What follows belongs to an exercise in optimizing a design on an open flow for small area, a short achievable clock period and few clock cycles; a production flow would make more cautious choices.
At most, simulation tests tie the RTL to the original design; equivalence was not proved.
Power and IR drop assume default switching activity.

==> inputs of cedar <==
==> flow/design.v <==
module TopModule(input clk, rst,
  output [31:0] imem_addr,
  input  [31:0] imem_data,
  output [31:0] dmem_addr, dmem_wdata,
  output        dmem_we, dmem_re,
  input  [31:0] dmem_rdata);
  reg [29:0] pc;                  
  reg        d_v;                 
  reg [31:0] d_i;                 
  reg        e_wb, e_fl, e_ld, e_st;
  reg        e_arith, e_inv, e_mem;
  reg [1:0]  e_cin, e_lop;
  reg        e_fa, e_fm;
  reg [3:0]  e_cond, e_dest;
  reg [11:0] e_off;
  reg [31:0] e_a, e_m;
  reg        m_wb, m_ld, m_st;
  reg [3:0]  m_dest;
  reg [31:0] m_res, m_wd;
  reg fN, fZ, fC, fV;
  reg [31:0] R [0:15];
  reg [15:0] rv;
  assign dmem_addr  = m_res;
  assign dmem_wdata = m_wd;
  assign dmem_we    = m_st;
  assign dmem_re    = m_ld;
  wire        w_en = m_wb | m_ld;
  wire [31:0] w_d  = m_ld ? dmem_rdata : m_res;
  assign imem_addr = {pc, 2'b00};
  wire [3:0] i_cond = d_i[31:28];
  wire [1:0] i_cls  = d_i[27:26];
  wire       i_I    = d_i[25];
  wire [3:0] i_op   = d_i[24:21];
  wire       i_S    = d_i[20];
  wire [3:0] i_rn   = d_i[19:16];
  wire [3:0] i_rd   = d_i[15:12];
  wire op_mov = i_op == 4'b1101, op_mvn = i_op == 4'b1111, op_add = i_op == 4'b0100,
       op_adc = i_op == 4'b0101, op_sub = i_op == 4'b0010, op_sbc = i_op == 4'b0110,
       op_and = i_op == 4'b0000, op_orr = i_op == 4'b1100, op_eor = i_op == 4'b0001,
       op_cmp = i_op == 4'b1010, op_tst = i_op == 4'b1000;
  wire i_dp   = i_cls == 2'b00;
  wire i_dpwb = i_dp & (op_mov | op_mvn | op_add | op_adc | op_sub | op_sbc | op_and | op_orr | op_eor);
  wire i_dpfl = i_dp & ((i_S & i_dpwb) | op_cmp | op_tst);
  wire i_mem  = (i_cls == 2'b01) & op_add;
  wire i_ld   = i_mem & i_S;
  wire i_st   = i_mem & ~i_S;
  wire i_br   = i_cls[1];
  wire [3:0] i_ms  = i_st ? i_rd : d_i[3:0];
  wire i_urn = (i_dp & (op_add | op_adc | op_sub | op_sbc | op_and | op_orr | op_eor | op_cmp | op_tst)) | i_mem;
  wire i_urm = i_dp & ~i_I & (i_dpwb | op_cmp | op_tst);
  wire i_um  = i_urm | i_st;
  reg  [31:0] rfa, rfm;
  integer k;
  always @(*) begin
    rfa = 32'd0; rfm = 32'd0;
    for (k = 0; k < 16; k = k + 1) begin
      rfa = rfa | ({32{(i_rn == k) & rv[k]}} & R[k]);
      rfm = rfm | ({32{(i_ms == k) & rv[k]}} & R[k]);
    end
    rfa[3:0] = rfa[3:0] | (i_rn & {4{~rv[i_rn]}});
    rfm[3:0] = rfm[3:0] | (i_ms & {4{~rv[i_ms]}});
  end
  wire byp_a  = w_en & (m_dest == i_rn);
  wire byp_mr = m_wb & (m_dest == i_ms);
  wire byp_ml = m_ld & (m_dest == i_ms);
  wire [31:0] rda = byp_a  ? w_d   : rfa;
  wire [31:0] rdm = byp_mr ? m_res : rfm;
  wire        i_imm = i_dp & i_I;
  wire [4:0]  s_amt = d_i[11:7];
  wire [1:0]  s_typ = (i_imm | ~i_dp) ? 2'b11 : d_i[6:5];
  wire [4:0]  s_r   = i_imm ? {d_i[11:8], 1'b0} : ~i_dp ? 5'd0 :
                      (s_typ == 2'b00) ? (5'd0 - s_amt) : s_amt;
  wire [31:0] s_in  = i_imm ? {24'd0, d_i[7:0]} : rdm;
  wire [31:0] s_r0 = s_r[0] ? {s_in[0],    s_in[31:1]}  : s_in;
  wire [31:0] s_r1 = s_r[1] ? {s_r0[1:0],  s_r0[31:2]}  : s_r0;
  wire [31:0] s_r2 = s_r[2] ? {s_r1[3:0],  s_r1[31:4]}  : s_r1;
  wire [31:0] s_r3 = s_r[3] ? {s_r2[7:0],  s_r2[31:8]}  : s_r2;
  wire [31:0] s_rot = s_r[4] ? {s_r3[15:0], s_r3[31:16]} : s_r3;
  reg  [31:0] s_mask;
  integer j;
  always @(*) begin
    for (j = 0; j < 32; j = j + 1)
      case (s_typ)
        2'b00:   s_mask[j] = j >= s_amt;
        2'b11:   s_mask[j] = 1'b1;
        default: s_mask[j] = j + s_amt <= 31;
      endcase
  end
  wire [31:0] sh = (s_rot & s_mask) | ({32{(s_typ == 2'b10) & s_in[31]}} & ~s_mask);
  wire i_shifted = s_amt != 5'd0;            
  wire [31:0] i_m = (byp_ml & ~i_imm) ? dmem_rdata : sh;
  function automatic cond_ok(input [3:0] c, input n, z, cc, v);
    case (c)
      4'b0000: cond_ok = z;
      4'b0001: cond_ok = ~z;
      4'b0010: cond_ok = cc;
      4'b0011: cond_ok = ~cc;
      4'b0100: cond_ok = n;
      4'b0101: cond_ok = ~n;
      4'b0110: cond_ok = v;
      4'b0111: cond_ok = ~v;
      4'b1000: cond_ok = cc & ~z;
      4'b1001: cond_ok = ~cc | z;
      4'b1010: cond_ok = n == v;
      4'b1011: cond_ok = n != v;
      4'b1100: cond_ok = (n == v) & ~z;
      4'b1101: cond_ok = (n != v) & z;
      4'b1110: cond_ok = 1'b1;
      default: cond_ok = 1'b0;
    endcase
  endfunction
  wire ex_exec = cond_ok(e_cond, fN, fZ, fC, fV);
  wire [31:0] a  = e_fa ? m_res : e_a;
  wire [31:0] mm = e_fm ? m_res : e_m;
  wire [31:0] memoff = {{20{e_off[11] | ~e_off[10]}}, ~(e_off[11] ^ e_off[10]), ~e_off[10], e_off[9:0]};
  wire [31:0] b = e_mem ? memoff : mm;
  wire [31:0] y   = e_inv ? ~b : b;
  wire        cin = e_cin[1] ? (fC ^ e_cin[0]) : e_cin[0];
  wire [32:0] s33 = {a[31], a} + {y[31], y} + {32'd0, cin};
  reg  [31:0] lg;
  always @(*) begin
    case (e_lop)
      2'b00:   lg = a & y;
      2'b01:   lg = a | y;
      2'b10:   lg = a ^ y;
      default: lg = y;
    endcase
  end
  wire [31:0] res = e_arith ? s33[31:0] : lg;
  wire [32:0] x33 = {a[31], a}, y33 = {y[31], y};
  wire [32:0] zp  = x33 ^ y33;
  wire [32:0] zk  = {x33[31:0] | y33[31:0], cin};
  wire nZ = e_arith ? (zp == zk) : ((lg == 32'd0) & ~e_inv);
  wire nN = res[31];
  wire nC = e_arith & s33[32];
  wire nV = e_arith & (s33[31] ^ s33[32]);
  wire ex_setfl = e_fl & ex_exec;
  wire [29:0] i_tgt = pc + {{6{d_i[23]}}, d_i[23:0]};
  wire i_zonly  = (i_cond[3:1] == 3'b000) | (i_cond[3:1] == 3'b111);    
  wire z_now    = ex_setfl ? nZ : fZ;
  wire br_wait  = i_br & ex_setfl & ~i_zonly;
  wire br_taken = i_br & cond_ok(i_cond, fN, z_now, fC, fV);
  wire ex_w = e_wb & ex_exec;       
  wire stall = d_v & (
        (e_ld & ex_exec & ((i_urn & (e_dest == i_rn)) | (i_um & (e_dest == i_ms))))
      | (i_urm & i_shifted & ((ex_w & (e_dest == i_ms)) | byp_ml))
      | br_wait);
  wire id_redirect = d_v & br_taken & ~stall;
  wire bubble = ~d_v | stall | i_br;
  wire [29:0] pc_inc = pc + 30'd1;
  wire [29:0] pc_next = ({30{id_redirect}} & i_tgt) | ({30{~id_redirect & ~stall}} & pc_inc) |
                        ({30{~id_redirect & stall}} & pc);
  always @(posedge clk or posedge rst) begin
    if (rst) begin
      pc <= 30'd0;
      d_v <= 1'b0;
      {e_wb, e_fl, e_ld, e_st} <= 4'd0;
      {m_wb, m_ld, m_st} <= 3'd0;
      {fN, fZ, fC, fV} <= 4'd0;
      rv <= 16'd0;
    end else begin
      pc <= pc_next;
      if (id_redirect) d_v <= 1'b0;
      else if (!stall) d_v <= 1'b1;
      if (bubble) {e_wb, e_fl, e_ld, e_st} <= 4'd0;
      else begin
        e_wb <= i_dpwb;
        e_fl <= i_dpfl;
        e_ld <= i_ld;
        e_st <= i_st;
      end
      m_wb <= ex_w;
      m_ld <= e_ld & ex_exec;
      m_st <= e_st & ex_exec;
      if (ex_setfl) {fN, fZ, fC, fV} <= {nN, nZ, nC, nV};
      if (w_en) rv[m_dest] <= 1'b1;
    end
  end
  always @(posedge clk) begin
    if (!stall) d_i <= imem_data;
    e_arith <= (i_dp & (op_add | op_adc | op_sub | op_sbc | op_cmp)) | i_mem;
    e_inv   <= i_dp & (op_sub | op_sbc | op_cmp | op_mvn);
    e_cin   <= op_adc ? 2'b10 : op_sbc ? 2'b11 : (op_sub | op_cmp) ? 2'b01 : 2'b00;
    e_lop   <= (op_and | op_tst) ? 2'b00 : op_orr ? 2'b01 : op_eor ? 2'b10 : 2'b11;
    e_mem   <= i_mem;
    e_fa    <= i_urn & ex_w & (e_dest == i_rn);
    e_fm    <= i_um & ex_w & (e_dest == i_ms);
    e_cond  <= i_cond;
    e_dest  <= i_rd;
    e_off   <= d_i[11:0];
    e_a     <= rda;
    e_m     <= i_m;
    m_dest <= e_dest;
    m_res  <= res;
    m_wd   <= mm;
    if (w_en) R[m_dest] <= w_d;
  end
endmodule
==> flow/flow/run.sh <==
#!/bin/bash
set -euo pipefail
bash standard.sh SETUP_SLACK_MARGIN=19.5 finish > make_finish.log 2>&1
==> flow/standard.sh <==
#!/bin/bash
# synth_recipe.tcl (not shown) runs the flow's synth.tcl, then flattens the netlist and writes it again
# the make line also repeats each setting of config.mk as NAME=value (left out here)
make -C /OpenROAD-flow-scripts/flow DESIGN_CONFIG=/design/flow/config.mk WORK_HOME=/design/flow/orfs CLKGATE_MAP_FILE= SYNTH_SCRIPT=/design/flow/synth_recipe.tcl "${@:-finish}"
==> flow/config.mk <==
export PLATFORM = sky130hd
export DESIGN_NAME = TopModule
export DESIGN_NICKNAME = TopModule
export VERILOG_FILES = /design/flow/design.v
export SDC_FILE = /design/flow/constraint.sdc
export NUM_CORES = 4
export LEC_CHECK = 0
export CAP_MARGIN = 20
export CORE_MARGIN = 2
export CORE_UTILIZATION = 40
export SETUP_SLACK_MARGIN = 1.0
export SLEW_MARGIN = 20
==> flow/constraint.sdc <==
create_clock -name core_clock -period 26.0 [get_ports {clk}]
set_input_delay 5.2000 -clock core_clock [delete_from_list [all_inputs] [get_ports {clk}]]
set_output_delay 5.2000 -clock core_clock [all_outputs]
set_load 0.01 [all_outputs]
==> inputs of quartz, as changes to cedar <==
==> flow/design.v, changed modules only <==
module TopModule(input clk, rst,
  output [31:0] imem_addr,
  input  [31:0] imem_data,
  output [31:0] dmem_addr, dmem_wdata,
  output        dmem_we, dmem_re,
  input  [31:0] dmem_rdata);
  reg [29:0] pc;                  
  reg        d_v;                 
  reg [31:0] d_i;                 
  reg        e_wb, e_fl, e_ld, e_st;
  reg        e_arith, e_inv;
  reg [1:0]  e_cin, e_lop;
  reg [3:0]  e_cond, e_dest;
  reg [31:0] e_a, e_m;            
  reg fN, fZ, fC, fV;
  reg [31:0] R [0:15];
  reg [15:0] rv;
  function automatic cond_ok(input [3:0] c, input n, z, cc, v);
    case (c)
      4'b0000: cond_ok = z;
      4'b0001: cond_ok = ~z;
      4'b0010: cond_ok = cc;
      4'b0011: cond_ok = ~cc;
      4'b0100: cond_ok = n;
      4'b0101: cond_ok = ~n;
      4'b0110: cond_ok = v;
      4'b0111: cond_ok = ~v;
      4'b1000: cond_ok = cc & ~z;
      4'b1001: cond_ok = ~cc | z;
      4'b1010: cond_ok = n == v;
      4'b1011: cond_ok = n != v;
      4'b1100: cond_ok = (n == v) & ~z;
      4'b1101: cond_ok = (n != v) & z;
      4'b1110: cond_ok = 1'b1;
      default: cond_ok = 1'b0;
    endcase
  endfunction
  assign imem_addr = {pc, 2'b00};
  assign dmem_addr  = e_a;
  assign dmem_wdata = e_m;
  assign dmem_we    = e_st;
  assign dmem_re    = e_ld;
  wire ex_exec = cond_ok(e_cond, fN, fZ, fC, fV);
  wire [31:0] a   = e_a;
  wire [31:0] y   = e_inv ? ~e_m : e_m;
  wire        cin = e_cin[1] ? (fC ^ e_cin[0]) : e_cin[0];
  wire [32:0] s33 = {a[31], a} + {y[31], y} + {32'd0, cin};
  reg  [31:0] lg;
  always @(*) begin
    case (e_lop)
      2'b00:   lg = a & y;
      2'b01:   lg = a | y;
      2'b10:   lg = a ^ y;
      default: lg = y;
    endcase
  end
  wire [31:0] res = e_arith ? s33[31:0] : lg;
  wire [32:0] x33 = {a[31], a}, y33 = {y[31], y};
  wire [32:0] zp  = x33 ^ y33;
  wire [32:0] zk  = {x33[31:0] | y33[31:0], cin};
  wire nZ = e_arith ? (zp == zk) : ((lg == 32'd0) & ~e_inv);
  wire nN = res[31];
  wire nC = e_arith & s33[32];
  wire nV = e_arith & (s33[31] ^ s33[32]);
  wire ex_setfl = e_fl & ex_exec;
  wire ex_wr = e_wb & ex_exec;
  wire w_en  = ex_wr | e_ld;
  wire [31:0] w_d = e_ld ? dmem_rdata : res;
  wire [3:0] i_cond = d_i[31:28];
  wire [1:0] i_cls  = d_i[27:26];
  wire       i_I    = d_i[25];
  wire [3:0] i_op   = d_i[24:21];
  wire       i_S    = d_i[20];
  wire [3:0] i_rn   = d_i[19:16];
  wire [3:0] i_rd   = d_i[15:12];
  wire op_mov = i_op == 4'b1101, op_mvn = i_op == 4'b1111, op_add = i_op == 4'b0100,
       op_adc = i_op == 4'b0101, op_sub = i_op == 4'b0010, op_sbc = i_op == 4'b0110,
       op_and = i_op == 4'b0000, op_orr = i_op == 4'b1100, op_eor = i_op == 4'b0001,
       op_cmp = i_op == 4'b1010, op_tst = i_op == 4'b1000;
  wire i_dp   = i_cls == 2'b00;
  wire i_dpwb = i_dp & (op_mov | op_mvn | op_add | op_adc | op_sub | op_sbc | op_and | op_orr | op_eor);
  wire i_dpfl = i_dp & ((i_S & i_dpwb) | op_cmp | op_tst);
  wire i_mem  = (i_cls == 2'b01) & op_add;
  wire i_ld   = i_mem & i_S;
  wire i_st   = i_mem & ~i_S;
  wire i_br   = i_cls[1];
  wire i_imm  = i_dp & i_I;
  wire [3:0] i_ms  = i_st ? i_rd : d_i[3:0];
  wire i_urn = (i_dp & (op_add | op_adc | op_sub | op_sbc | op_and | op_orr | op_eor | op_cmp | op_tst)) | i_mem;
  wire i_urm = i_dp & ~i_I & (i_dpwb | op_cmp | op_tst);
  reg  [31:0] rfa, rfm;
  integer k;
  always @(*) begin
    rfa = 32'd0; rfm = 32'd0;
    for (k = 0; k < 16; k = k + 1) begin
      rfa = rfa | ({32{(i_rn == k) & rv[k]}} & R[k]);
      rfm = rfm | ({32{(i_ms == k) & rv[k]}} & R[k]);
    end
    rfa[3:0] = rfa[3:0] | (i_rn & {4{~rv[i_rn]}});
    rfm[3:0] = rfm[3:0] | (i_ms & {4{~rv[i_ms]}});
  end
  wire byp_a = w_en & (e_dest == i_rn);
  wire byp_m = w_en & (e_dest == i_ms);
  wire [4:0]  s_amt = d_i[11:7];
  wire [1:0]  s_typ = (i_imm | ~i_dp) ? 2'b11 : d_i[6:5];
  wire [4:0]  s_r   = i_imm ? {d_i[11:8], 1'b0} : ~i_dp ? 5'd0 :
                      (s_typ == 2'b00) ? (5'd0 - s_amt) : s_amt;
  wire [31:0] s_in  = i_imm ? {24'd0, d_i[7:0]} : rfm;
  wire [31:0] s_r0 = s_r[0] ? {s_in[0],    s_in[31:1]}  : s_in;
  wire [31:0] s_r1 = s_r[1] ? {s_r0[1:0],  s_r0[31:2]}  : s_r0;
  wire [31:0] s_r2 = s_r[2] ? {s_r1[3:0],  s_r1[31:4]}  : s_r1;
  wire [31:0] s_r3 = s_r[3] ? {s_r2[7:0],  s_r2[31:8]}  : s_r2;
  wire [31:0] s_rot = s_r[4] ? {s_r3[15:0], s_r3[31:16]} : s_r3;
  reg  [31:0] s_mask;
  integer j;
  always @(*) begin
    for (j = 0; j < 32; j = j + 1)
      case (s_typ)
        2'b00:   s_mask[j] = j >= s_amt;
        2'b11:   s_mask[j] = 1'b1;
        default: s_mask[j] = j + s_amt <= 31;
      endcase
  end
  wire [31:0] sh = (s_rot & s_mask) | ({32{(s_typ == 2'b10) & s_in[31]}} & ~s_mask);
  wire [31:0] memoff = {{20{d_i[11] | ~d_i[10]}}, ~(d_i[11] ^ d_i[10]), ~d_i[10], d_i[9:0]};
  wire [31:0] i_addr = rfa + memoff;
  wire        sel_ra = byp_a & ~e_ld & ~i_mem;       
  wire [31:0] a_pre  = i_mem ? i_addr : (byp_a & e_ld) ? dmem_rdata : rfa;
  wire [31:0] i_a    = sel_ra ? res : a_pre;
  wire        sel_rm = byp_m & ~e_ld & ~i_imm;
  wire [31:0] m_pre  = (byp_m & e_ld & ~i_imm) ? dmem_rdata : sh;
  wire [31:0] i_m    = sel_rm ? res : m_pre;
  wire [29:0] i_tgt = pc + {{6{d_i[23]}}, d_i[23:0]};
  wire i_zonly  = (i_cond[3:1] == 3'b000) | (i_cond[3:1] == 3'b111);    
  wire z_now    = ex_setfl ? nZ : fZ;
  wire i_ok     = cond_ok(i_cond, fN, z_now, fC, fV);
  wire fl_wait  = (i_br | i_mem) & ex_setfl & ~i_zonly;
  wire stall = d_v & (
        (i_mem & byp_a)                                    
      | (i_urm & (s_amt != 5'd0) & byp_m)                  
      | fl_wait);
  wire id_redirect = d_v & i_br & i_ok & ~stall;
  wire go = d_v & ~stall;
  wire [29:0] pc_inc  = pc + 30'd1;
  wire [29:0] pc_next = ({30{id_redirect}} & i_tgt) | ({30{~id_redirect & ~stall}} & pc_inc) |
                        ({30{~id_redirect & stall}} & pc);
  always @(posedge clk or posedge rst) begin
    if (rst) begin
      pc <= 30'd0;
      d_v <= 1'b0;
      {e_wb, e_fl, e_ld, e_st} <= 4'd0;
      {fN, fZ, fC, fV} <= 4'd0;
      rv <= 16'd0;
    end else begin
      pc <= pc_next;
      if (id_redirect) d_v <= 1'b0;
      else if (!stall) d_v <= 1'b1;
      e_wb <= go & i_dpwb;
      e_fl <= go & i_dpfl;
      e_ld <= go & i_ld & i_ok;
      e_st <= go & i_st & i_ok;
      if (ex_setfl) {fN, fZ, fC, fV} <= {nN, nZ, nC, nV};
      if (w_en) rv[e_dest] <= 1'b1;
    end
  end
  always @(posedge clk) begin
    if (!stall) d_i <= imem_data;
    e_arith <= (i_dp & (op_add | op_adc | op_sub | op_sbc | op_cmp));
    e_inv   <= i_dp & (op_sub | op_sbc | op_cmp | op_mvn);
    e_cin   <= op_adc ? 2'b10 : op_sbc ? 2'b11 : (op_sub | op_cmp) ? 2'b01 : 2'b00;
    e_lop   <= (op_and | op_tst) ? 2'b00 : op_orr ? 2'b01 : op_eor ? 2'b10 : 2'b11;
    e_cond  <= i_cond;
    e_dest  <= i_rd;
    e_a     <= i_a;
    e_m     <= i_m;
    if (w_en) R[e_dest] <= w_d;
  end
endmodule
==> flow/flow/run.sh (replaced) <==
#!/bin/bash
# The standard layout (standard.sh: the standard synthesis and ORFS steps),
# with two changes to how the layout is made; the SDC is left as it is:
#  - the setup repair steps are asked for more slack than the clock period
#    needs (SETUP_SLACK_MARGIN), so they size up the critical paths;
#  - the port buffers are buf_2 cells (repair sizes them as it needs).
# make's output goes to make_finish.log; ORFS keeps each step's log under orfs/logs.
set -euo pipefail
bash standard.sh SETUP_SLACK_MARGIN=19.6 "BUFFER_PORTS_ARGS=-buffer_cell sky130_fd_sc_hd__buf_2" finish > make_finish.log 2>&1
Settings changed: ABC_AREA set to 1, CAP_MARGIN 20 to 30, CTS_CLUSTER_DIAMETER set to 120, CTS_CLUSTER_SIZE set to 22, SETUP_SLACK_MARGIN 1.0 to not set.
==> comparison table <==
metric                                                                            quartz                    cedar
Cell Area, Placed                                                             44,700 µm²               48,200 µm²
Reg2Reg Capture Point                                                            e_m[12]                  e_m[22]
Cell internal power dissipation                                                  1.91 mW                  2.49 mW
Buffer share of cell area                                                         0.0494                   0.0572
Power share of the clock group                                                     0.219                    0.349
Comb power                                                                       1.07 mW                   919 µW
Violation count after the first detailed-route iteration                           6,107                    7,733
Critical path peak fanout                                                              3                        2
Flip-flop and latch power                                                        1.33 mW                  1.48 mW
Setup Slack @ Placement                                                         19.59 ns                 19.31 ns
Period minus WS final                                                            6.43 ns                  6.49 ns
Sw frac                                                                            0.378                    0.324
Flop pwr share                                                                     0.434                    0.402
Via count of the first global-routing pass                                        38,400                   40,400
Net switching power of the design                                                1.16 mW                  1.19 mW
Clock latency reported for the late side of the worst-skew pair                  0.64 ns                  0.70 ns
Result of the run                                                complete, no violations  complete, no violations
Count of cells resized by post-cts repair                                             81                      372
Design Power                                                                     3.07 mW                  3.68 mW
Num Clock Sinks                                                                      677                      763
Testbench counts of cedar, summed over its fixed seeds: cycles 32,103.
For quartz, only the layout was checked, not whether the RTL still works.

## separate check: timing with driven ports
How much do the figures lean on ideal ports? The routed layouts below were timed once more, with nothing changed but the port constraints. Step 1: set_driving_cell puts a clkbuf_16 on clk and a buf_2 on each other input, an assumption about the parent block. Step 2 times the ports against the registers' clock, not the clock port: input delays grow and output delays shrink by t, the midpoint of the rising clock arrivals with the driver on. Slacks: no drivers / after step 1 / after step 2; pairs: no drivers / after step 1.
| run | t, ns | slack for setup (ns) | hold WS [ns] | worst setup path after step 2 | cell pins on the clock port's net |
|---|---|---|---|---|---|
| cedar | 0.767 | 19.513 / 19.429 / 19.228 | 0.399 / 0.399 / 0.399 | input to register | 1 |
| quartz | 0.699 | 19.573 / 19.503 / 19.407 | 0.475 / 0.475 / 0.475 | input to register | 1 |
After both steps setup and hold are still met in every run listed. For cedar, which loses most, drivers alone change the setup slack by -0.084 ns; drivers and shift together by -0.285 ns.
